What follows belongs to an exercise in optimizing a design on an open flow for small area; a production flow would make more cautious choices. At most, simulation tests tie the RTL to the original design; equivalence was not proved. No functional check of the RTL was part of run 1. No activity file was given, so power comes from the tool's default toggle rates.

## flow/design.v (module list and top-level ports; edited modules follow where they fit)
// module cpx_multiply: 55 lines
// module cmul: 555 lines
// module sig_gen: 46 lines
// module sin_cos: 157 lines
// module freq_shift: 72 lines
module freq_shift
  (input                clk,
   input                rst,
   input                m_axis_tvalid,
   input [11:0]         freq_step,
   input                freq_step_valid,
   input                neg_shift,
   input signed [11:0]  xi,
   input signed [11:0]  xq,
   output               s_axis_tready,
   input                m_axis_tready,
   output signed [11:0] i,
   output signed [11:0] q,
   output               s_axis_tvalid);
  // ...
==> flow/run.sh <==
#!/bin/bash
# synth_recipe.tcl (not shown) runs the flow's synth.tcl, then flattens the netlist and writes it again
# the make line also repeats each setting of config.mk as NAME=value (left out here)
make -C /OpenROAD-flow-scripts/flow DESIGN_CONFIG=/design/flow/config.mk WORK_HOME=/design/flow/orfs CLKGATE_MAP_FILE= SYNTH_SCRIPT=/design/flow/synth_recipe.tcl finish
==> flow/config.mk <==
export PLATFORM = sky130hd
export DESIGN_NAME = freq_shift
export DESIGN_NICKNAME = freq_shift
export VERILOG_FILES = /design/flow/design.v
export SDC_FILE = /design/flow/constraint.sdc
export NUM_CORES = 4
export LEC_CHECK = 0
export CAP_MARGIN = 20
export CORE_MARGIN = 2
export CORE_UTILIZATION = 40
export SLEW_MARGIN = 20
==> flow/constraint.sdc <==
create_clock -name core_clock -period 6.0 [get_ports {clk}]
set_input_delay 1.2000 -clock core_clock [delete_from_list [all_inputs] [get_ports {clk}]]
set_output_delay 1.2000 -clock core_clock [all_outputs]
set_load 0.01 [all_outputs]
==> summary.md, run 1 <==
| Metric | Value |
|---|---|
| Status | failed layout checks |
| H-tree depth | 4 |
| Fraction of area in registers | 0.230 |
| Final Hold Viols | 0 |
| NonClk Buf Share | 0.100 |
| Fin worst setup slack | -0.510 ns |
| Worst setup endpoint | freq_mult.sa[23]$_DFFE_PP_ |
| Nets@finish | 2574 |
| Reg2Reg Depth | 29 |
| Layout check faults | setup timing |
| Syn_area_per_cell | 9.06 sq um |
| Via density | 5.83 |
| Min-delay src | freq_mult.sb[17]$_DFFE_PP_ |
| Pre-CTS setup slack | -0.716 ns |
| #MultiIn Comb | 1582 |
| Synth Area in XOR/XNOR | 0.0411 |
| Average wire per standard cell | 20.4 um |
| Worst-Skew Late Latency | 0.50 ns |
| Reg2reg end | freq_mult.sa[23]$_DFFE_PP_ |
| Comb group | 8.46 mW |
| Fillers | 4444 |
| Final setup violation count | 11 |
| Drt first pass iters | 9 |
| Die width | 224 um |
| Synth Warn # | 4 |
| Clock-cell share of area | 0.0261 |
==> module cpx_multiply, before the edit <==
module cpx_multiply
  (input             clk,
   input             rst,
   input             m_axis_tready,
   input             m_axis_tvalid,
   input [11:0]      xi,
   input [11:0]      xq,
   input [7:0]       yi,
   input [7:0]       yq,
   input             din_zero,
   output reg        s_axis_tready,
   output [11:0]     i,
   output [11:0]     q,
   output reg        s_axis_tvalid);
   reg [2:0]         pipeline;
   reg [23:0]        sa, sb, sc, sd;
   reg               za, zb, zc;
   wire [11:0]       pi, pq;
   wire              load = m_axis_tvalid & s_axis_tready;
   cmul mul(.x(xi), .y(xq), .c(yi), .s(yq), .i(pi), .q(pq));
   assign i = sd[23:12];
   assign q = sd[11:0];
   always @(posedge clk) begin
      if (rst) begin
         pipeline <= 3'b0;
         s_axis_tvalid <= 1'b0;
         s_axis_tready <= 1'b0;
         za <= 1'b1;
         zb <= 1'b1;
         zc <= 1'b1;
      end else begin
         if (load)
           pipeline <= {pipeline[1:0], m_axis_tready};
         else if (m_axis_tready)
           pipeline <= {pipeline[1:0], 1'b0};
         s_axis_tvalid <= pipeline[2];
         s_axis_tready <= m_axis_tready | ~pipeline[0];
         if (load)
           za <= din_zero;
         if (m_axis_tready) begin
            zb <= za;
            zc <= zb;
         end
      end
   end
   always @(posedge clk) begin
      if (load)
        sa <= {pi, pq};
      if (m_axis_tready) begin
         sb <= sa;
         sc <= sb;
         sd <= zc ? 24'd0 : sc;
      end
   end
endmodule
==> module freq_shift, before the edit <==
module freq_shift
  (input                clk,
   input                rst,
   input                m_axis_tvalid,
   input [11:0]         freq_step,
   input                freq_step_valid,
   input                neg_shift,
   input signed [11:0]  xi,
   input signed [11:0]  xq,
   output               s_axis_tready,
   input                m_axis_tready,
   output signed [11:0] i,
   output signed [11:0] q,
   output               s_axis_tvalid);
   wire                 freq_step_set;
   wire                 sig_tvalid;
   wire [8:0]           sidx;
   wire                 sidx_z;
   wire [7:0]           sine, cosine;
   wire                 mult_tready;
   reg                  sig_tvalid_buff;
   reg                  mult_tready_buff;
   reg                  tvalid_buff;
   reg                  neg_shift_buff;
   reg [11:0]           xi_buff, xq_buff;
   reg [7:0]            cosine_buff, sine_buff;
   reg                  buff_zero;
   sig_gen fq_sig_gen(.clk(clk), .rst(rst),
                      .m_axis_freq_step_tvalid(freq_step_valid),
                      .freq_step(freq_step),
                      .m_axis_data_tready(m_axis_tvalid),
                      .freq_step_set0(freq_step_set),
                      .s_axis_data_tvalid(sig_tvalid),
                      .sidx(sidx), .sidx_z(sidx_z));
   sin_cos fq_sin_cos(.sidx(sidx), .sidx_z(sidx_z), .neg(neg_shift_buff),
                      .sine(sine), .cosine(cosine));
   wire                 load = sig_tvalid & m_axis_tvalid;
   always @(posedge clk) begin
      if (rst) begin
         sig_tvalid_buff <= 1'b0;
         mult_tready_buff <= 1'b0;
         tvalid_buff <= 1'b0;
         buff_zero <= 1'b1;
      end else begin
         sig_tvalid_buff <= sig_tvalid;
         mult_tready_buff <= mult_tready;
         tvalid_buff <= m_axis_tvalid;
         if (load)
           buff_zero <= 1'b0;
      end
   end
   always @(posedge clk) begin
      if (freq_step_valid)
        neg_shift_buff <= neg_shift;
      if (load) begin
         xi_buff <= xi;
         xq_buff <= xq;
         cosine_buff <= cosine;
         sine_buff <= sine;
      end
   end
   assign s_axis_tready = mult_tready_buff & freq_step_set;
   cpx_multiply freq_mult(.clk(clk), .rst(rst),
                          .m_axis_tready(m_axis_tready),
                          .m_axis_tvalid(sig_tvalid_buff & tvalid_buff),
                          .xi(xi_buff), .xq(xq_buff),
                          .yi(cosine_buff), .yq(sine_buff),
                          .din_zero(buff_zero),
                          .s_axis_tready(mult_tready),
                          .i(i), .q(q),
                          .s_axis_tvalid(s_axis_tvalid));
endmodule
==> run 2, diff against run 1 <==
--- a/flow/design.v
+++ b/flow/design.v
@@ -3,27 +3,29 @@
   (input             clk,
    input             rst,
    input             m_axis_tready,
    input             m_axis_tvalid,
    input [11:0]      xi,
    input [11:0]      xq,
    input [7:0]       yi,
    input [7:0]       yq,
+   input [12:0]      xd,
+   input [12:0]      xs,
    input             din_zero,
    output reg        s_axis_tready,
    output [11:0]     i,
    output [11:0]     q,
    output reg        s_axis_tvalid);
    reg [2:0]         pipeline;
    reg [23:0]        sa, sb, sc, sd;
    reg               za, zb, zc;
    wire [11:0]       pi, pq;
    wire              load = m_axis_tvalid & s_axis_tready;
-   cmul mul(.x(xi), .y(xq), .c(yi), .s(yq), .i(pi), .q(pq));
+   cmul mul(.x(xi), .y(xq), .c(yi), .s(yq), .d(xd), .e(xs), .i(pi), .q(pq));
    assign i = sd[23:12];
    assign q = sd[11:0];
    always @(posedge clk) begin
       if (rst) begin
          pipeline <= 3'b0;
          s_axis_tvalid <= 1'b0;
          s_axis_tready <= 1'b0;
          za <= 1'b1;
@@ -54,25 +56,25 @@
       end
    end
 endmodule
 module cmul
   (input signed [11:0] x,
    input signed [11:0] y,
    input signed [7:0]  c,
    input signed [7:0]  s,
+   input [12:0]        d,
+   input [12:0]        e,
    output [11:0]       i,
    output [11:0]       q);
    wire [7:0]          ax = c & ~s;
    wire [7:0]          bx = ~c & s;
    wire [7:0]          cx = c & s;
    wire [12:0]         xe = {x[11], x};
    wire [12:0]         ye = {y[11], y};
-   wire [12:0]         d = xe - ye;
-   wire [12:0]         e = xe + ye;
    wire i_pp1, i_pp2, i_pp3, i_pp4, i_pp5, i_pp6, i_pp7, i_pp8, i_pp9, i_pp10, i_pp11, i_pp12, i_pp13, i_pp14, i_pp15, i_pp16, i_pp17, i_pp18, i_pp19, i_pp20, i_pp21, i_pp22, i_pp23, i_pp24, i_pp25, i_pp26, i_pp27, i_pp28, i_pp29, i_pp30, i_pp31, i_pp32, i_pp33, i_pp34, i_pp35, i_pp36, i_pp37, i_pp38, i_pp39, i_pp40, i_pp41, i_pp42, i_pp43, i_pp44, i_pp45, i_pp46, i_pp47, i_pp48, i_pp49, i_pp50, i_pp51, i_pp52, i_pp53, i_pp54, i_pp55, i_pp56, i_pp57, i_pp58, i_pp59, i_pp60, i_pp61, i_pp62, i_pp63, i_pp64, i_pp65, i_pp66, i_pp67, i_pp68, i_pp69, i_pp70, i_pp71, i_pp72, i_pp73, i_pp74, i_pp75, i_pp76, i_pp77, i_pp78, i_pp79, i_pp80, i_pp81, i_pp82, i_pp83, i_pp84, i_pp85, i_pp86, i_pp87, i_pp88, i_pp89, i_pp90, i_pp91, i_pp92, i_pp93, i_pp94, i_pp95, i_pp96, i_pp97, i_pp98, i_pp99, i_pp100, i_pp101, i_pp102, i_pp103, i_pp104, i_cr105, i_cr106, i_cr107, i_cr108, i_cr109, i_cr110, i_cr111, i_cr112, i_s113, i_c114, i_s115, i_c116, i_s117, i_c118, i_s119, i_c120, i_s121, i_c122, i_s123, i_c124, i_s125, i_c126, i_s127, i_c128, i_s129, i_c130, i_s131, i_c132, i_s133, i_c134, i_s135, i_c136, i_s137, i_c138, i_s139, i_c140, i_s141, i_c142, i_s143, i_c144, i_s145, i_c146, i_s147, i_c148, i_s149, i_c150, i_s151, i_c152, i_s153, i_c154, i_s155, i_c156, i_s157, i_c158, i_s159, i_c160, i_s161, i_c162, i_s163, i_c164, i_s165, i_c166, i_s167, i_c168, i_s169, i_c170, i_s171, i_c172, i_s173, i_c174, i_s175, i_c176, i_s177, i_c178, i_s179, i_c180, i_s181, i_c182, i_s183, i_c184, i_s185, i_c186, i_s187, i_c188, i_s189, i_c190, i_s191, i_c192, i_s193, i_c194, i_s195, i_c196, i_s197, i_c198, i_s199, i_c200, i_s201, i_c202, i_s203, i_c204, i_s205, i_c206, i_s207, i_c208, i_s209, i_c210, i_s211, i_c212, i_s213, i_c214, i_s215, i_c216, i_s217, i_c218, i_s219, i_c220, i_s221, i_c222, i_s223, i_c224, i_s225, i_c226, i_s227, i_c228, i_s229, i_c230, i_s231, i_c232, i_s233, i_c234, i_s235, i_c236, i_s237, i_c238, i_s239, i_c240, i_s241, i_c242, i_s243, i_c244, i_s245, i_c246, i_s247, i_c248, i_s249, i_c250, i_s251, i_c252, i_s253, i_c254, i_s255, i_c256, i_s257, i_c258, i_s259, i_c260, i_s261, i_c262, i_s263, i_c264, i_s265, i_c266, i_s267, i_c268, i_s269, i_c270, i_s271, i_c272, i_s273, i_c274, i_s275, i_c276, i_s277, i_c278, i_s279, i_c280, q_pp281, q_pp282, q_pp283, q_pp284, q_pp285, q_pp286, q_pp287, q_pp288, q_pp289, q_pp290, q_pp291, q_pp292, q_pp293, q_pp294, q_pp295, q_pp296, q_pp297, q_pp298, q_pp299, q_pp300, q_pp301, q_pp302, q_pp303, q_pp304, q_pp305, q_pp306, q_pp307, q_pp308, q_pp309, q_pp310, q_pp311, q_pp312, q_pp313, q_pp314, q_pp315, q_pp316, q_pp317, q_pp318, q_pp319, q_pp320, q_pp321, q_pp322, q_pp323, q_pp324, q_pp325, q_pp326, q_pp327, q_pp328, q_pp329, q_pp330, q_pp331, q_pp332, q_pp333, q_pp334, q_pp335, q_pp336, q_pp337, q_pp338, q_pp339, q_pp340, q_pp341, q_pp342, q_pp343, q_pp344, q_pp345, q_pp346, q_pp347, q_pp348, q_pp349, q_pp350, q_pp351, q_pp352, q_pp353, q_pp354, q_pp355, q_pp356, q_pp357, q_pp358, q_pp359, q_pp360, q_pp361, q_pp362, q_pp363, q_pp364, q_pp365, q_pp366, q_pp367, q_pp368, q_pp369, q_pp370, q_pp371, q_pp372, q_pp373, q_pp374, q_pp375, q_pp376, q_pp377, q_pp378, q_pp379, q_pp380, q_pp381, q_pp382, q_pp383, q_pp384, q_cr385, q_s386, q_c387, q_s388, q_c389, q_s390, q_c391, q_s392, q_c393, q_s394, q_c395, q_s396, q_c397, q_s398, q_c399, q_s400, q_c401, q_s402, q_c403, q_s404, q_c405, q_s406, q_c407, q_s408, q_c409, q_s410, q_c411, q_s412, q_c413, q_s414, q_c415, q_s416, q_c417, q_s418, q_c419, q_s420, q_c421, q_s422, q_c423, q_s424, q_c425, q_s426, q_c427, q_s428, q_c429, q_s430, q_c431, q_s432, q_c433, q_s434, q_c435, q_s436, q_c437, q_s438, q_c439, q_s440, q_c441, q_s442, q_c443, q_s444, q_c445, q_s446, q_c447, q_s448, q_c449, q_s450, q_c451, q_s452, q_c453, q_s454, q_c455, q_s456, q_c457, q_s458, q_c459, q_s460, q_c461, q_s462, q_c463, q_s464, q_c465, q_s466, q_c467, q_s468, q_c469, q_s470, q_c471, q_s472, q_c473, q_s474, q_c475, q_s476, q_c477, q_s478, q_c479, q_s480, q_c481, q_s482, q_c483, q_s484, q_c485, q_s486, q_c487, q_s488, q_c489, q_s490, q_c491, q_s492, q_c493, q_s494, q_c495, q_s496, q_c497, q_s498, q_c499, q_s500, q_c501, q_s502, q_c503, q_s504, q_c505, q_s506, q_c507, q_s508, q_c509, q_s510, q_c511, q_s512, q_c513, q_s514, q_c515, q_s516, q_c517, q_s518, q_c519, q_s520, q_c521, q_s522, q_c523, q_s524, q_c525, q_s526, q_c527, q_s528, q_c529, q_s530, q_c531;
    assign i_pp1 = (ax[0] & xe[0]) | (bx[0] & ~ye[0]) | (cx[0] & d[0]);
    assign i_pp2 = (ax[0] & xe[1]) | (bx[0] & ~ye[1]) | (cx[0] & d[1]);
    assign i_pp3 = (ax[0] & xe[2]) | (bx[0] & ~ye[2]) | (cx[0] & d[2]);
    assign i_pp4 = (ax[0] & xe[3]) | (bx[0] & ~ye[3]) | (cx[0] & d[3]);
    assign i_pp5 = (ax[0] & xe[4]) | (bx[0] & ~ye[4]) | (cx[0] & d[4]);
    assign i_pp6 = (ax[0] & xe[5]) | (bx[0] & ~ye[5]) | (cx[0] & d[5]);
    assign i_pp7 = (ax[0] & xe[6]) | (bx[0] & ~ye[6]) | (cx[0] & d[6]);
@@ -835,16 +837,17 @@
    wire [7:0]           sine, cosine;
    wire                 mult_tready;
    reg                  sig_tvalid_buff;
    reg                  mult_tready_buff;
    reg                  tvalid_buff;
    reg                  neg_shift_buff;
    reg [11:0]           xi_buff, xq_buff;
    reg [7:0]            cosine_buff, sine_buff;
+   reg [12:0]           xd_buff, xs_buff;
    reg                  buff_zero;
    sig_gen fq_sig_gen(.clk(clk), .rst(rst),
                       .m_axis_freq_step_tvalid(freq_step_valid),
                       .freq_step(freq_step),
                       .m_axis_data_tready(m_axis_tvalid),
                       .freq_step_set0(freq_step_set),
                       .s_axis_data_tvalid(sig_tvalid),
                       .sidx(sidx), .sidx_z(sidx_z));
@@ -866,23 +869,26 @@
       end
    end
    always @(posedge clk) begin
       if (freq_step_valid)
         neg_shift_buff <= neg_shift;
       if (load) begin
          xi_buff <= xi;
          xq_buff <= xq;
+         xd_buff <= {xi[11], xi} - {xq[11], xq};
+         xs_buff <= {xi[11], xi} + {xq[11], xq};
          cosine_buff <= cosine;
          sine_buff <= sine;
       end
    end
    assign s_axis_tready = mult_tready_buff & freq_step_set;
    cpx_multiply freq_mult(.clk(clk), .rst(rst),
                           .m_axis_tready(m_axis_tready),
                           .m_axis_tvalid(sig_tvalid_buff & tvalid_buff),
                           .xi(xi_buff), .xq(xq_buff),
                           .yi(cosine_buff), .yq(sine_buff),
+                          .xd(xd_buff), .xs(xs_buff),
                           .din_zero(buff_zero),
                           .s_axis_tready(mult_tready),
                           .i(i), .q(q),
                           .s_axis_tvalid(s_axis_tvalid));
 endmodule
==> summary.md, run 2 <==
| Metric | Value |
|---|---|
| Die width | 228 um (was 224 um) |
| Max-capacitance violation count | 0 (unchanged) |
| Sw Share | 0.418 (was 0.409) |
| Input/output buffers | 67 (unchanged) |
| CP max stage delay | 0.60 ns (was 0.64 ns) |
| #FFs+latches synth | 211 (was 186) |
| CTS tree | yes (unchanged) |
| Die area | 0.0518 sq mm (was 0.0502 sq mm) |
| Synth Warn # | 4 (unchanged) |
| Area occupied by registers | 0.00607 sq mm (was 0.00532 sq mm) |
| Internal power | 5.35 mW (was 6.81 mW) |
| Fillers | 4626 (was 4444) |
| Initial Util | 0.407 (was 0.405) |
| IO Pins | 68 (unchanged) |
| Max Fclk | 179 MHz (was 154 MHz) |
| Startpoint Class | register (unchanged) |
| Initial DRC Count | 1408 (was 1740) |
| Clk slew on worst S/H paths | 0.07 ns (about the same) |
| Number of flops mapped to enable cells by yosys | 184 (was 159) |
| Gpl congestion | 0.943 (was 0.904) |
| Initial antenna violation count | 0 (was 1) |
| Layout cells sized above 1 | 0.130 (was 0.193) |
| N_diodes | 0 (unchanged) |
| Commonest non-fill, non-tap cells in the layout | 222 x inv_1, 184 x edfxtp_1, 148 x nand2_1, 141 x fa_1, 127 x mux2_2 (was 202 x buf_4, 188 x inv_1, 164 x nand2_1, 159 x edfxtp_1, 146 x nor2_1) |
| Slowest CP cell | inv_1 (was fa_1) |
| Synth top area cells | edfxtp_1 28%, fa_1 14%, mux2_2 7.1% (was edfxtp_1 25%, fa_1 15%, ha_1 7.3%) |
| Row Count | 81 (was 80) |
| Cell family with most CP delay | adder cells (unchanged) |
| Fin worst setup slack | 0.417 ns (was -0.510 ns) |
| Worst-Skew Late Latency | 0.55 ns (was 0.50 ns) |
| Most numerous cell in the Yosys netlist | inv_1 (unchanged) |
| Synth Instances | 2031 (was 2136) |
| First-pass GRT wire length | 88.5 mm (was 92.9 mm) |
| Setup Skew | 0.0286 ns (was 0.0203 ns) |
| Min-delay src | freq_mult.sb[6]$_DFFE_PP_ (was freq_mult.sb[17]$_DFFE_PP_) |
| Slew @ Worst Pin | 1.08 ns (was 1.06 ns) |
| Nets@finish | 2360 (was 2574) |
| Via count | 15700 (was 16900) |
| Switching pwr | 3.84 mW (was 4.72 mW) |
| Status | timing/DRC/antenna clean (was failed layout checks) |
| Dpl cells | 2699 (was 2846) |
| Final Hold Viols | 0 (unchanged) |
| DRC viols | 0 (unchanged) |
| Sequential-to-total area share from yosys stat | 0.303 (was 0.275) |
| Power, Total | 9.18 mW (was 11.5 mW) |
| Average wire per standard cell | 20.4 um (about the same) |
| Final setup violation count | 0 (was 11) |
| # resized after CTS | 0 (was 71) |
| Minimum clock period | 5.58 ns (was 6.51 ns) |
| Syn_area_per_cell | 9.85 sq um (was 9.06 sq um) |
| Critical path endpoint category | register (unchanged) |
| LEAKAGE | 9.17 nW (was 9.43 nW) |
| Dominant synthesized flop cell | edfxtp_1 (unchanged) |
| Worst EP required | 6.27 ns (was 6.22 ns) |
| Max-slew violations | 0 (unchanged) |
| Pwr Density | 411 mW/mm^2 (was 499 mW/mm^2) |
| Critical Path AT | 5.85 ns (was 6.73 ns) |
| Detailed Place HPWL | 40.8 mm (was 43.1 mm) |
| Worst vdd ir | 471 uV (was 373 uV) |
| Finished Layout Cells | 2746 (was 2906) |
| Drt first pass iters | 8 (was 9) |
| Synth unique cells | 95 (was 92) |
| Area Growth Syn to Fin | 11.6% (was 19.5%) |
| Number of global-route vias before repair | 15600 (was 16600) |
| Core area | 0.0492 sq mm (was 0.0477 sq mm) |
| Worst Path Buf+Inv | 3 (was 5) |
| CTS Sinks | 211 (was 186) |
| Reg power frac | 0.229 (was 0.164) |
| Total grt overflow | 0 (unchanged) |
| Commonest non-fill, non-tap cell in the layout | inv_1 (was buf_4) |
| Async set-or-reset flop fraction in the synthesized netlist | 0 (unchanged) |
| HP Class | reg -> reg (unchanged) |
| Clock buffer depth | 3 (was 2) |
| Cell Area, Synth | 0.0200 sq mm (was 0.0194 sq mm) |
| Relative slew slack | 0.275 (was 0.291) |
| Via density | 5.72 (was 5.83) |
| Root Buffer | clkbuf_16 (unchanged) |
| Hold_buf cts | 0 (unchanged) |
| Sum of negative setup slack | 0 ns (was -3.38 ns) |
| Final ANT Viol Nets | 0 (unchanged) |
| Critical Path Source | cosine_buff[1]$_DFFE_PP_ (was xi_buff[0]$_DFFE_PP_) |
| Final period utilization | 0.930 (was 1.09) |
| Top cells by count, synth | 223 x inv_1, 184 x edfxtp_1, 148 x nand2_1 (was 207 x inv_1, 164 x nand2_1, 159 x edfxtp_1) |
| Reg-to-Reg Start | cosine_buff[1]$_DFFE_PP_ (was xi_buff[0]$_DFFE_PP_) |
| All-Layer GR Usage | 0.219 (was 0.237) |
| CP max FO | 22 (was 3) |
| Most frequent cell on the critical path | fa_1 |
| Post-CTS setup repair buffer count | 0 (was 16) |
| Comb power frac | 0.604 (was 0.734) |
| Synth Net Count | 2327 (was 2432) |
| CTS buffer count | 24 (was 17) |
| WL final | 56.0 mm (was 59.4 mm) |
| Critical path class | reg -> reg (unchanged) |
| Clock power share | 0.167 (was 0.103) |
| Area of the multi-input gates | 0.0125 sq mm (was 0.0133 sq mm) |
| Synth top area share | 0.276 (was 0.247) |
| Pre-CTS setup slack | 0.436 ns (was -0.716 ns) |
| Pin count of the biggest net entering global routing | 80 (was 81) |
| Crit path cell chain | inv_1 -> o21ai_0 -> fa_1 -> fa_1 -> fa_1 -> inv_1 -> fa_1 -> inv_1 -> ha_1 -> o21ai_0 -> nand2b_1 -> and3_1 -> nand3_1 -> a311oi_1 -> o21a_1 -> o21ai_0 -> nand2b_1 -> a21oi_1 -> xnor2_1 |
| Leading area contributor after synthesis | edfxtp_1 (unchanged) |
| DIE HEIGHT | 228 um (was 224 um) |
| Final cell utilization of the core | 0.454 (was 0.484) |
| RSZ-0062 raised after global routing | false (was true) |
| H-tree depth | 1 (was 4) |
[run 2: cell types whose count changed after synthesis, sizes merged, moves of 13 or more]
cell	change
nand2	-15
nand3	-13
mux2	+94
o211ai	-14
a22oi	-31
inv	+16
nor2b	-15
o21ai	-38
mux2i	+33
clkbuf	-29
edfxtp	+25
a22o	-22
a21oi	-33
nor2	-34
[run 2: logic make-up after synthesis]
group           synth area share
compound gates             0.162
buf+inv                   0.0699
flops                      0.303
xor+xnor                  0.0404
fa+ha+maj                  0.212
mux                        0.110
simple gates               0.103
[run 2: worst reg2reg max path: stages, from the launching register on]
cell and delay [ns]:
edfxtp_1 0.46, inv_1 0.60, o21ai_0 0.27, fa_1 0.54
fa_1 0.43, fa_1 0.52, inv_1 0.05, fa_1 0.48
inv_1 0.04, ha_1 0.32, o21ai_0 0.17, nand2b_1 0.11
and3_1 0.19, nand3_1 0.12, a311oi_1 0.15, o21a_1 0.22
o21ai_0 0.23, nand2b_1 0.13, a21oi_1 0.19, xnor2_1 0.10
[run 2: layer usage]
layer	track usage	wire length, um
met5	0	0
met4	0.0751	1670
met3	0.0359	4410
met2	0.344	25400
met1	0.306	24500
[run 2: layout make-up]
type / count / area share
Sequential cell: 211 / 0.272
Timing Repair Buffer: 139 / 0.0541
Clock buffer: 31 / 0.0304
Tap cell: 664 / 0.0372
Multi-Input combinational cell: 1462 / 0.562
Clock inverter: 13 / 0.00667
Inverter: 226 / 0.0382
[run 2: path summary, 6_finish.rpt]
check	depth (start not counted)	slack, ns	end
min reg2reg	0	0.42	freq_mult.sc[6]$_DFFE_PP_
max	19	0.42	freq_mult.sa[10]$_DFFE_PP_
min	0	0.42	freq_mult.sc[6]$_DFFE_PP_
max reg2reg	19	0.42	freq_mult.sa[10]$_DFFE_PP_
[run 2: through the flow]
step,cell area [sq um],hold WS [ns]
6_report,22300,0.417
3_3_place_gp,21500,0.401
5_1_grt,22300,0.423
3_5_place_dp,21500,0.405
2_1_floorplan,20000,0.400
4_1_cts,22300,0.418
[run 2: power groups by stage]
| stage | sequential [mW] | combinational [mW] | clock [mW] |
|---|---|---|---|
| floorplan | 2.08 | 4.17 | 0 |
| finish | 2.11 | 5.54 | 1.53 |
| CTS | 2.11 | 5.58 | 1.58 |
| global placement | 2.13 | 5.42 | 0 |
| global route | 2.12 | 6.29 | 1.63 |
| detailed placement | 2.13 | 5.53 | 0 |
==> run 3, diff against run 2 <==
--- a/flow/config.mk
+++ b/flow/config.mk
@@ -6,4 +6,5 @@
 export NUM_CORES = 4
 export LEC_CHECK = 0
+export ABC_AREA = 1
 export CAP_MARGIN = 20
 export CORE_MARGIN = 2
==> summary.md, run 3 <==
| Metric | Value |
|---|---|
| Relative slew slack | 0.362 (was 0.275) |
| Main combinational cell family by area after synthesis | adder cells (unchanged) |
| Reg power frac | 0.227 (was 0.229) |
| Synth Instances | 2191 (was 2031) |
| Via count | 16200 (was 15700) |
| Synth top area share | 0.291 (was 0.276) |
| Input/output buffers | 67 (unchanged) |
| Comb power frac | 0.613 (was 0.604) |
| Die width | 222 um (was 228 um) |
| Final period utilization | 0.880 (was 0.930) |
| Final setup violation count | 0 (unchanged) |
| IO Pins | 68 (unchanged) |
| Drt first pass iters | 7 (was 8) |
| CTS buffer count | 25 (was 24) |
| Startpoint Class | register (unchanged) |
| Final instance area | 0.0211 sq mm (was 0.0223 sq mm) |
| Max-capacitance violation count | 0 (unchanged) |
| Via density | 5.67 (was 5.72) |
| Commonest non-fill, non-tap cells in the layout | 389 x inv_1, 376 x nand2_1, 184 x edfxtp_1, 161 x a21oi_1, 141 x fa_1 (was 222 x inv_1, 184 x edfxtp_1, 148 x nand2_1, 141 x fa_1, 127 x mux2_2) |
| CP max FO | 17 (was 22) |
| CTS Sinks | 211 (unchanged) |
| Internal power | 4.99 mW (was 5.35 mW) |
| Initial antenna violation count | 0 (unchanged) |
| # resized after CTS | 0 (unchanged) |
| Dominant synthesized flop cell | edfxtp_1 (unchanged) |
| Synth Warn # | 4 (unchanged) |
| Core area | 0.0467 sq mm (was 0.0492 sq mm) |
| DIE HEIGHT | 222 um (was 228 um) |
| Worst Path Buf+Inv | 4 (was 3) |
| Max-slew violations | 0 (unchanged) |
| Finished Layout Cells | 2862 (was 2746) |
| Row Count | 79 (was 81) |
| Max Fclk | 189 MHz (was 179 MHz) |
| First-pass GRT wire length | 90.3 mm (was 88.5 mm) |
| Slowest CP cell | nand2_1 (was inv_1) |
| Cell Area, Synth | 0.0190 sq mm (was 0.0200 sq mm) |
| CTS tree | yes (unchanged) |
| Minimum clock period | 5.28 ns (was 5.58 ns) |
| Number of global-route vias before repair | 15800 (was 15600) |
| N_diodes | 0 (unchanged) |
| Critical Path AT | 5.58 ns (was 5.85 ns) |
| Post-synthesis adder-cell area fraction | 0.223 (was 0.212) |
| Slew @ Worst Pin | 0.955 ns (was 1.08 ns) |
| Final Hold Viols | 0 (unchanged) |
| Switching pwr | 4.10 mW (was 3.84 mW) |
| Placed inst area | 0.0203 sq mm (was 0.0215 sq mm) |
| Worst-Skew Late Latency | 0.56 ns (was 0.55 ns) |
| Sum of negative setup slack | 0 ns (unchanged) |
| Synth Net Count | 2487 (was 2327) |
| Mux contribution to synthesized area | 0.00705 (was 0.110) |
| Most numerous cell in the Yosys netlist | inv_1 (unchanged) |
| Synth Area in Compound Gates | 0.166 (was 0.162) |
| Synth top area cells | edfxtp_1 29%, fa_1 15%, inv_1 7.7% (was edfxtp_1 28%, fa_1 14%, mux2_2 7.1%) |
| Nets@finish | 2533 (was 2360) |
| RSZ-0062 raised after global routing | false (unchanged) |
| Initial DRC Count | 1863 (was 1408) |
| Layout cells sized above 1 | 0.0665 (was 0.130) |
| Gpl congestion | 1.06 (was 0.943) |
| Final ANT Viol Nets | 0 (unchanged) |
| Post-CTS setup repair buffer count | 0 (unchanged) |
| Cell family with most CP delay | adder cells (unchanged) |
| Top cells by count, synth | 390 x inv_1, 376 x nand2_1, 184 x edfxtp_1 (was 223 x inv_1, 184 x edfxtp_1, 148 x nand2_1) |
| Detailed Place HPWL | 44.7 mm (was 40.8 mm) |
| Critical path class | reg -> reg (unchanged) |
| DRC viols | 0 (unchanged) |
| WL final | 58.5 mm (was 56.0 mm) |
| Min Hold Slack | 0.413 ns (was 0.417 ns) |
| Crit path cell chain | inv_1 -> nand2_1 -> o22ai_1 -> a21oi_1 -> fa_1 -> inv_1 -> fa_1 -> fa_1 -> inv_1 -> fa_1 -> inv_1 -> ha_1 -> nand2_1 -> nor2_1 -> nand2_1 -> o211ai_1 -> a21oi_1 -> o221ai_1 -> xor2_1 (was inv_1 -> o21ai_0 -> fa_1 -> fa_1 -> fa_1 -> inv_1 -> fa_1 -> inv_1 -> ha_1 -> o21ai_0 -> nand2b_1 -> and3_1 -> nand3_1 -> a311oi_1 -> o21a_1 -> o21ai_0 -> nand2b_1 -> a21oi_1 -> xnor2_1) |
| Syn_area_per_cell | 8.67 sq um (was 9.85 sq um) |
| Initial Util | 0.407 (about the same) |
| Critical path endpoint category | register (unchanged) |
| Sequential-to-total area share from yosys stat | 0.319 (was 0.303) |
| Post-Synth Simple-Gate Area | 0.149 (was 0.103) |
| Commonest non-fill, non-tap cell in the layout | inv_1 (unchanged) |
| Clock buffer depth | 3 (unchanged) |
| CP max stage delay | 0.55 ns (was 0.60 ns) |
| Clk slew on worst S/H paths | 0.06 ns (was 0.07 ns) |
| Clock power share | 0.160 (was 0.167) |
| Number of flops mapped to enable cells by yosys | 184 (unchanged) |
| Dpl cells | 2817 (was 2699) |
| LEAKAGE | 9.44 nW (was 9.17 nW) |
| Average wire per standard cell | 20.4 um (about the same) |
| Worst vdd ir | 286 uV (was 471 uV) |
| Setup Skew | 0.0121 ns (was 0.0286 ns) |
| Synth Area in XOR/XNOR | 0.0342 (was 0.0404) |
| Pwr Density | 430 mW/mm^2 (was 411 mW/mm^2) |
| Leading area contributor after synthesis | edfxtp_1 (unchanged) |
| HP Class | reg -> reg (unchanged) |
| Total grt overflow | 0 (unchanged) |
| Hold_buf cts | 0 (unchanged) |
| Sw Share | 0.451 (was 0.418) |
| #FFs+latches synth | 211 (unchanged) |
| All-Layer GR Usage | 0.232 (was 0.219) |
| Root Buffer | clkbuf_16 (unchanged) |
| Area Growth Syn to Fin | 11.2% (was 11.6%) |
| Synth unique cells | 53 (was 95) |
| H-tree depth | 1 (unchanged) |
| Async set-or-reset flop fraction in the synthesized netlist | 0 (unchanged) |
| Status | timing/DRC/antenna clean (unchanged) |
| Worst EP required | 6.30 ns (was 6.27 ns) |
| Pin count of the biggest net entering global routing | 47 (was 80) |
| Die area | 0.0492 sq mm (was 0.0518 sq mm) |
-- run 3: cell count changes in the layout (fill, tap and decap cells not counted), sizes merged, moves of 70 or more --
cell | before | now
mux2 | 127 | 11
o221ai | 3 | 97
nand2 | 149 | 397
inv | 227 | 403
mux2i | 71 | 1
nand3 | 15 | 104
-- run 3: per-stage QoR --
stage	utilization	total power, mW	worst slack, ns
2_1_floorplan	-	6.24	1.36
3_3_place_gp	0.436	7.48	0.880
3_5_place_dp	0.436	7.58	0.822
4_1_cts	0.453	9.09	0.826
5_1_grt	0.453	9.90	0.387
6_report	0.453	9.09	0.720
-- run 3: kinds of logic (layout without fill, tap and decap cells) --
| kind of cell | count (synthesis) | after routing |
|---|---|---|
| AND/OR/NAND/NOR | 649 | 649 |
| buffers and inverters | 498 | 562 |
| AO/OA/AOI/OAI | 495 | 495 |
| adder cells (fa/ha/maj) | 254 | 254 |
| flip-flops | 211 | 211 |
| XOR/XNOR | 72 | 72 |
| multiplexers | 12 | 12 |
-- run 3: path summary, 6_finish.rpt --
| path | startpoint | to | slack (ns) | cells past startpoint |
|---|---|---|---|---|
| min reg2reg | freq_mult.sb[17]$_DFFE_PP_ | freq_mult.sc[17]$_DFFE_PP_ | 0.41 | 0 |
| max reg2reg | sine_buff[5]$_DFFE_PP_ | freq_mult.sa[10]$_DFFE_PP_ | 0.72 | 19 |
| max | sine_buff[5]$_DFFE_PP_ | freq_mult.sa[10]$_DFFE_PP_ | 0.72 | 19 |
| min | freq_mult.sb[17]$_DFFE_PP_ | freq_mult.sc[17]$_DFFE_PP_ | 0.41 | 0 |
-- run 3: final cells by class --
type                    count  area (sq um)
flip-flops and latches    211          6070
multi-input cells        1482         11000
clock inverters            19           159
well taps                 607           759
fillers                  4558         25500
inverters                 408          1530
repair buffers            109           981
clock buffers              26           629
-- run 3: worst reg2reg max path, stage by stage, from the launching register on --
cell,delay [ns]
edfxtp_1,0.39
inv_1,0.08
nand2_1,0.55
o22ai_1,0.35
a21oi_1,0.19
fa_1,0.55
inv_1,0.05
fa_1,0.39
fa_1,0.52
inv_1,0.05
fa_1,0.47
inv_1,0.04
ha_1,0.37
nand2_1,0.12
nor2_1,0.05
nand2_1,0.06
o211ai_1,0.16
a21oi_1,0.29
o221ai_1,0.18
xor2_1,0.17
-- run 3: routing by layer --
| metal | global-route usage | share of wire | up-vias |
|---|---|---|---|
| li1 | - | - | 7504 |
| met4 | 0.0976 | 0.045 | 0 |
| met2 | 0.348 | 0.42 | 906 |
| met5 | 0 | 0 | - |
| met1 | 0.323 | 0.43 | 7640 |
| met3 | 0.0501 | 0.11 | 191 |
-- run 3: power groups by stage --
stage	combinational, mW	sequential (mW)	clock (mW)
6_report	5.57	2.06	1.45
5_1_grt	6.28	2.07	1.55
4_1_cts	5.53	2.06	1.50
3_5_place_dp	5.49	2.09	0
3_3_place_gp	5.39	2.09	0
2_1_floorplan	4.17	2.06	0
==> run 4, diff against run 3 <==
--- a/flow/config.mk
+++ b/flow/config.mk
@@ -10,3 +10,4 @@
 export CORE_MARGIN = 2
 export CORE_UTILIZATION = 40
+export CTS_BUF_LIST = sky130_fd_sc_hd__clkbuf_4
 export SLEW_MARGIN = 20
==> summary.md, run 4 <==
| Metric | Value |
|---|---|
| Final period utilization | 0.883 (was 0.880) |
| Die area | 0.0492 sq mm (unchanged) |
| Slowest CP cell | nand2_1 (unchanged) |
| Synth top area cells | edfxtp_1 29%, fa_1 15%, inv_1 7.7% (unchanged) |
| Critical path class | reg -> reg (unchanged) |
| RSZ-0062 raised after global routing | false (unchanged) |
| Synth Net Count | 2487 (unchanged) |
| Final Hold Viols | 0 (unchanged) |
| Hold endpoint | freq_mult.sb[9]$_DFFE_PP_ (was freq_mult.sc[17]$_DFFE_PP_) |
| Synth Instances | 2191 (unchanged) |
| Commonest non-fill, non-tap cells in the layout | 389 x inv_1, 376 x nand2_1, 184 x edfxtp_1, 161 x a21oi_1, 141 x fa_1 (unchanged) |
| Worst vdd ir | 295 uV (was 286 uV) |
| Async set-or-reset flop fraction in the synthesized netlist | 0 (unchanged) |
| Nets@finish | 2564 (was 2533) |
| CP max FO | 17 (unchanged) |
| IO Pins | 68 (unchanged) |
| First-pass GRT wire length | 90.5 mm (was 90.3 mm) |
| Gpl congestion | 1.06 (unchanged) |
| Critical Path AT | 5.80 ns (was 5.58 ns) |
| Clock buffer depth | 3 (unchanged) |
| Via count | 16400 (was 16200) |
| Fillers | 4617 (was 4558) |
| DIE HEIGHT | 222 um (unchanged) |
| Startpoint Class | register (unchanged) |
| Fin worst setup slack | 0.704 ns (was 0.720 ns) |
| All-Layer GR Usage | 0.234 (was 0.232) |
| CTS Sinks | 211 (unchanged) |
| Reg-to-Reg Start | cosine_buff[5]$_DFFE_PP_ (was sine_buff[5]$_DFFE_PP_) |
| CTS tree | yes (unchanged) |
| Pre-CTS setup slack | 0.822 ns (unchanged) |
| Total grt overflow | 0 (unchanged) |
| Most numerous cell in the Yosys netlist | inv_1 (unchanged) |
| DRC viols | 0 (unchanged) |
| Commonest non-fill, non-tap cell in the layout | inv_1 (unchanged) |
| WHS Path Cells | 0 (unchanged) |
| Final setup violation count | 0 (unchanged) |
| Relative slew slack | 0.373 (was 0.362) |
| WL final | 58.5 mm (about the same) |
| Hold_buf cts | 0 (unchanged) |
| CTS buffer count | 56 (was 25) |
| Row Count | 79 (unchanged) |
| Reg2Reg Depth | 16 (was 19) |
| Root Buffer | clkbuf_4 (was clkbuf_16) |
| Clk slew on worst S/H paths | 0.07 ns (was 0.06 ns) |
| Core area | 0.0467 sq mm (unchanged) |
| Max-slew violations | 0 (unchanged) |
| Synth top area share | 0.291 (unchanged) |
| Crit path cell chain | nand2_1 -> o22ai_1 -> a21oi_1 -> fa_1 -> fa_1 -> fa_1 -> fa_1 -> inv_1 -> ha_1 -> a21oi_1 -> o21ai_0 -> a21oi_1 -> o21ai_0 -> nand4_1 -> nand2_1 -> xor2_1 (was inv_1 -> nand2_1 -> o22ai_1 -> a21oi_1 -> fa_1 -> inv_1 -> fa_1 -> fa_1 -> inv_1 -> fa_1 -> inv_1 -> ha_1 -> nand2_1 -> nor2_1 -> nand2_1 -> o211ai_1 -> a21oi_1 -> o221ai_1 -> xor2_1) |
| Most frequent cell on the critical path | fa_1 |
| Syn_area_per_cell | 8.67 sq um (unchanged) |
| Initial Util | 0.407 (unchanged) |
| Worst EP required | 6.50 ns (was 6.30 ns) |
| Via density | 5.62 (was 5.67) |
| Area of the multi-input gates | 0.0110 sq mm (unchanged) |
| CP max stage delay | 0.71 ns (was 0.55 ns) |
| Max Fclk | 189 MHz (about the same) |
| Worst-Skew Late Latency | 0.82 ns (was 0.56 ns) |
| Sum of negative setup slack | 0 ns (unchanged) |
| Number of global-route vias before repair | 16000 (was 15800) |
| Status | timing/DRC/antenna clean (unchanged) |
| Layout cells sized above 1 | 0.0900 (was 0.0665) |
| Post-CTS setup repair buffer count | 0 (unchanged) |
| Final ANT Viol Nets | 0 (unchanged) |
| Critical path endpoint category | register (unchanged) |
| Area occupied by registers | 0.00607 sq mm (unchanged) |
| Sequential-to-total area share from yosys stat | 0.319 (unchanged) |
| Number of flops mapped to enable cells by yosys | 184 (unchanged) |
| Leading area contributor after synthesis | edfxtp_1 (unchanged) |
| Synth Warn # | 4 (unchanged) |
| # resized after CTS | 0 (unchanged) |
| Reg2reg end | freq_mult.sa[9]$_DFFE_PP_ (was freq_mult.sa[10]$_DFFE_PP_) |
| Slew @ Worst Pin | 0.938 ns (was 0.955 ns) |
| Die width | 222 um (unchanged) |
| #FFs+latches synth | 211 (unchanged) |
| Initial DRC Count | 1937 (was 1863) |
| Minimum clock period | 5.30 ns (was 5.28 ns) |
| Area Growth Syn to Fin | 11.1% (was 11.2%) |
| Drt first pass iters | 10 (was 7) |
| H-tree depth | 2 (was 1) |
| Average wire per standard cell | 20.0 um (was 20.4 um) |
| Pwr Density | 423 mW/mm^2 (was 430 mW/mm^2) |
| Dominant synthesized flop cell | edfxtp_1 (unchanged) |
| Setup Skew | 0.0721 ns (was 0.0121 ns) |
| Initial antenna violation count | 2 (was 0) |
| Flop2flop setup slack | 0.70 ns (was 0.72 ns) |
| Input/output buffers | 67 (unchanged) |
| Cell Area, Synth | 0.0190 sq mm (unchanged) |
| Pin count of the biggest net entering global routing | 47 (unchanged) |
| Max-capacitance violation count | 0 (unchanged) |
| Detailed Place HPWL | 44.7 mm (unchanged) |
| LEAKAGE | 9.51 nW (was 9.44 nW) |
| HP Class | reg -> reg (unchanged) |
| Top cells by count, synth | 390 x inv_1, 376 x nand2_1, 184 x edfxtp_1 (unchanged) |
| Synth unique cells | 53 (unchanged) |
| Min-delay src | freq_mult.sa[9]$_DFFE_PP_ (was freq_mult.sb[17]$_DFFE_PP_) |
-- run 4: power by group --
part	switching [mW]	internal [mW]	leakage (nW)	total, mW
clock	0.610	0.682	0.449	1.29
combinational	3.39	2.17	7.08	5.56
sequential	0.0694	1.99	1.98	2.06
-- run 4: cell type report --
class	instances	share of cell area
well taps	607	0.0360
multi-input cells	1482	0.521
diodes	3	0.000356
clock inverters	11	0.00320
repair buffers	109	0.0465
inverters	408	0.0727
flip-flops and latches	211	0.288
clock buffers	90	0.0320
-- run 4: critical path, delay by kind of cell, from the launching register on --
family                     cells  cell delay, ns
adders and majority gates      5            2.29
xor gates and xnor gates       1            0.14
DFF                            1            0.41
and+or+nand+nor                3            0.89
buffers and inverters          1            0.04
AOI/OAI and AO/OA              6            1.22
-- run 4: cells by family (layout without fill, tap and decap cells) --
group,count (synthesis),in the layout,share of synthesized area
other cells,0,3,0
mux,12,12,0.00705
xor+xnor,72,72,0.0342
buf+inv,498,618,0.101
fa+ha+maj,254,254,0.223
flops,211,211,0.319
compound gates,495,495,0.166
simple gates,649,649,0.149
-- run 4: how the worst max path moves through the flow --
stage                                         from                          to  slack, ns  cells past startpoint
final                     cosine_buff[5]$_DFFE_PP_   freq_mult.sa[9]$_DFFE_PP_       0.70                     16
after floorplan           cosine_buff[3]$_DFFE_PP_  freq_mult.sa[10]$_DFFE_PP_       1.36                     19
after global placement    cosine_buff[0]$_DFFE_PP_  freq_mult.sa[23]$_DFFE_PP_       0.88                     19
after detailed placement    sine_buff[2]$_DFFE_PP_  freq_mult.sa[23]$_DFFE_PP_       0.82                     18
after CTS                   sine_buff[5]$_DFFE_PP_  freq_mult.sa[23]$_DFFE_PP_       0.81                     19
after global routing      cosine_buff[2]$_DFFE_PP_  freq_mult.sa[23]$_DFFE_PP_       0.39                     17
-- run 4: metrics by stage --
step                      hold slack [ns]  power, mW  utilization  cell area (sq um)  std cells
after floorplan                     0.400       6.24            -              19000       2191
after global placement              0.401       7.48        0.436              20300       2817
after detailed placement            0.405       7.58        0.436              20300       2817
after CTS                           0.406       8.94        0.452              21100       2918
after global routing                0.398       9.78        0.452              21100       2921
final                               0.403       8.92        0.452              21100       2921
-- run 4: metal layers --
layer | wire length [um] | GRT usage | part of all wire
met1 | 25200 | 0.321 | 0.43
met2 | 24500 | 0.350 | 0.42
met3 | 5920 | 0.0596 | 0.10
met4 | 2860 | 0.101 | 0.049
met5 | 0 | 0 | 0

[static timing again, ports no longer ideal]
Ports are ideal in the flow. The routed layouts listed here were re-timed in OpenROAD. Step 1 assumes that a clkbuf_16 drives the clock port and a buf_2 every other input. Step 2 times the ports against the registers' clock, not the clock port: input delays grow and output delays shrink by t, the midpoint of the rising clock arrivals with the driver on. Slacks: ideal ports / drivers / drivers and shift; pairs: ideal ports / drivers.
run | shift t [ns] | setup slack, ns | hold WS [ns]
run 1 | 0.537 | -0.510 / -0.510 / -0.510 | 0.411 / 0.411 / 0.411
run 2 | 0.588 | 0.417 / 0.417 / 0.417 | 0.417 / 0.417 / 0.417
run 3 | 0.605 | 0.720 / 0.720 / 0.720 | 0.413 / 0.413 / 0.413
run 4 | 0.832 | 0.704 / 0.704 / 0.704 | 0.403 / 0.403 / 0.403
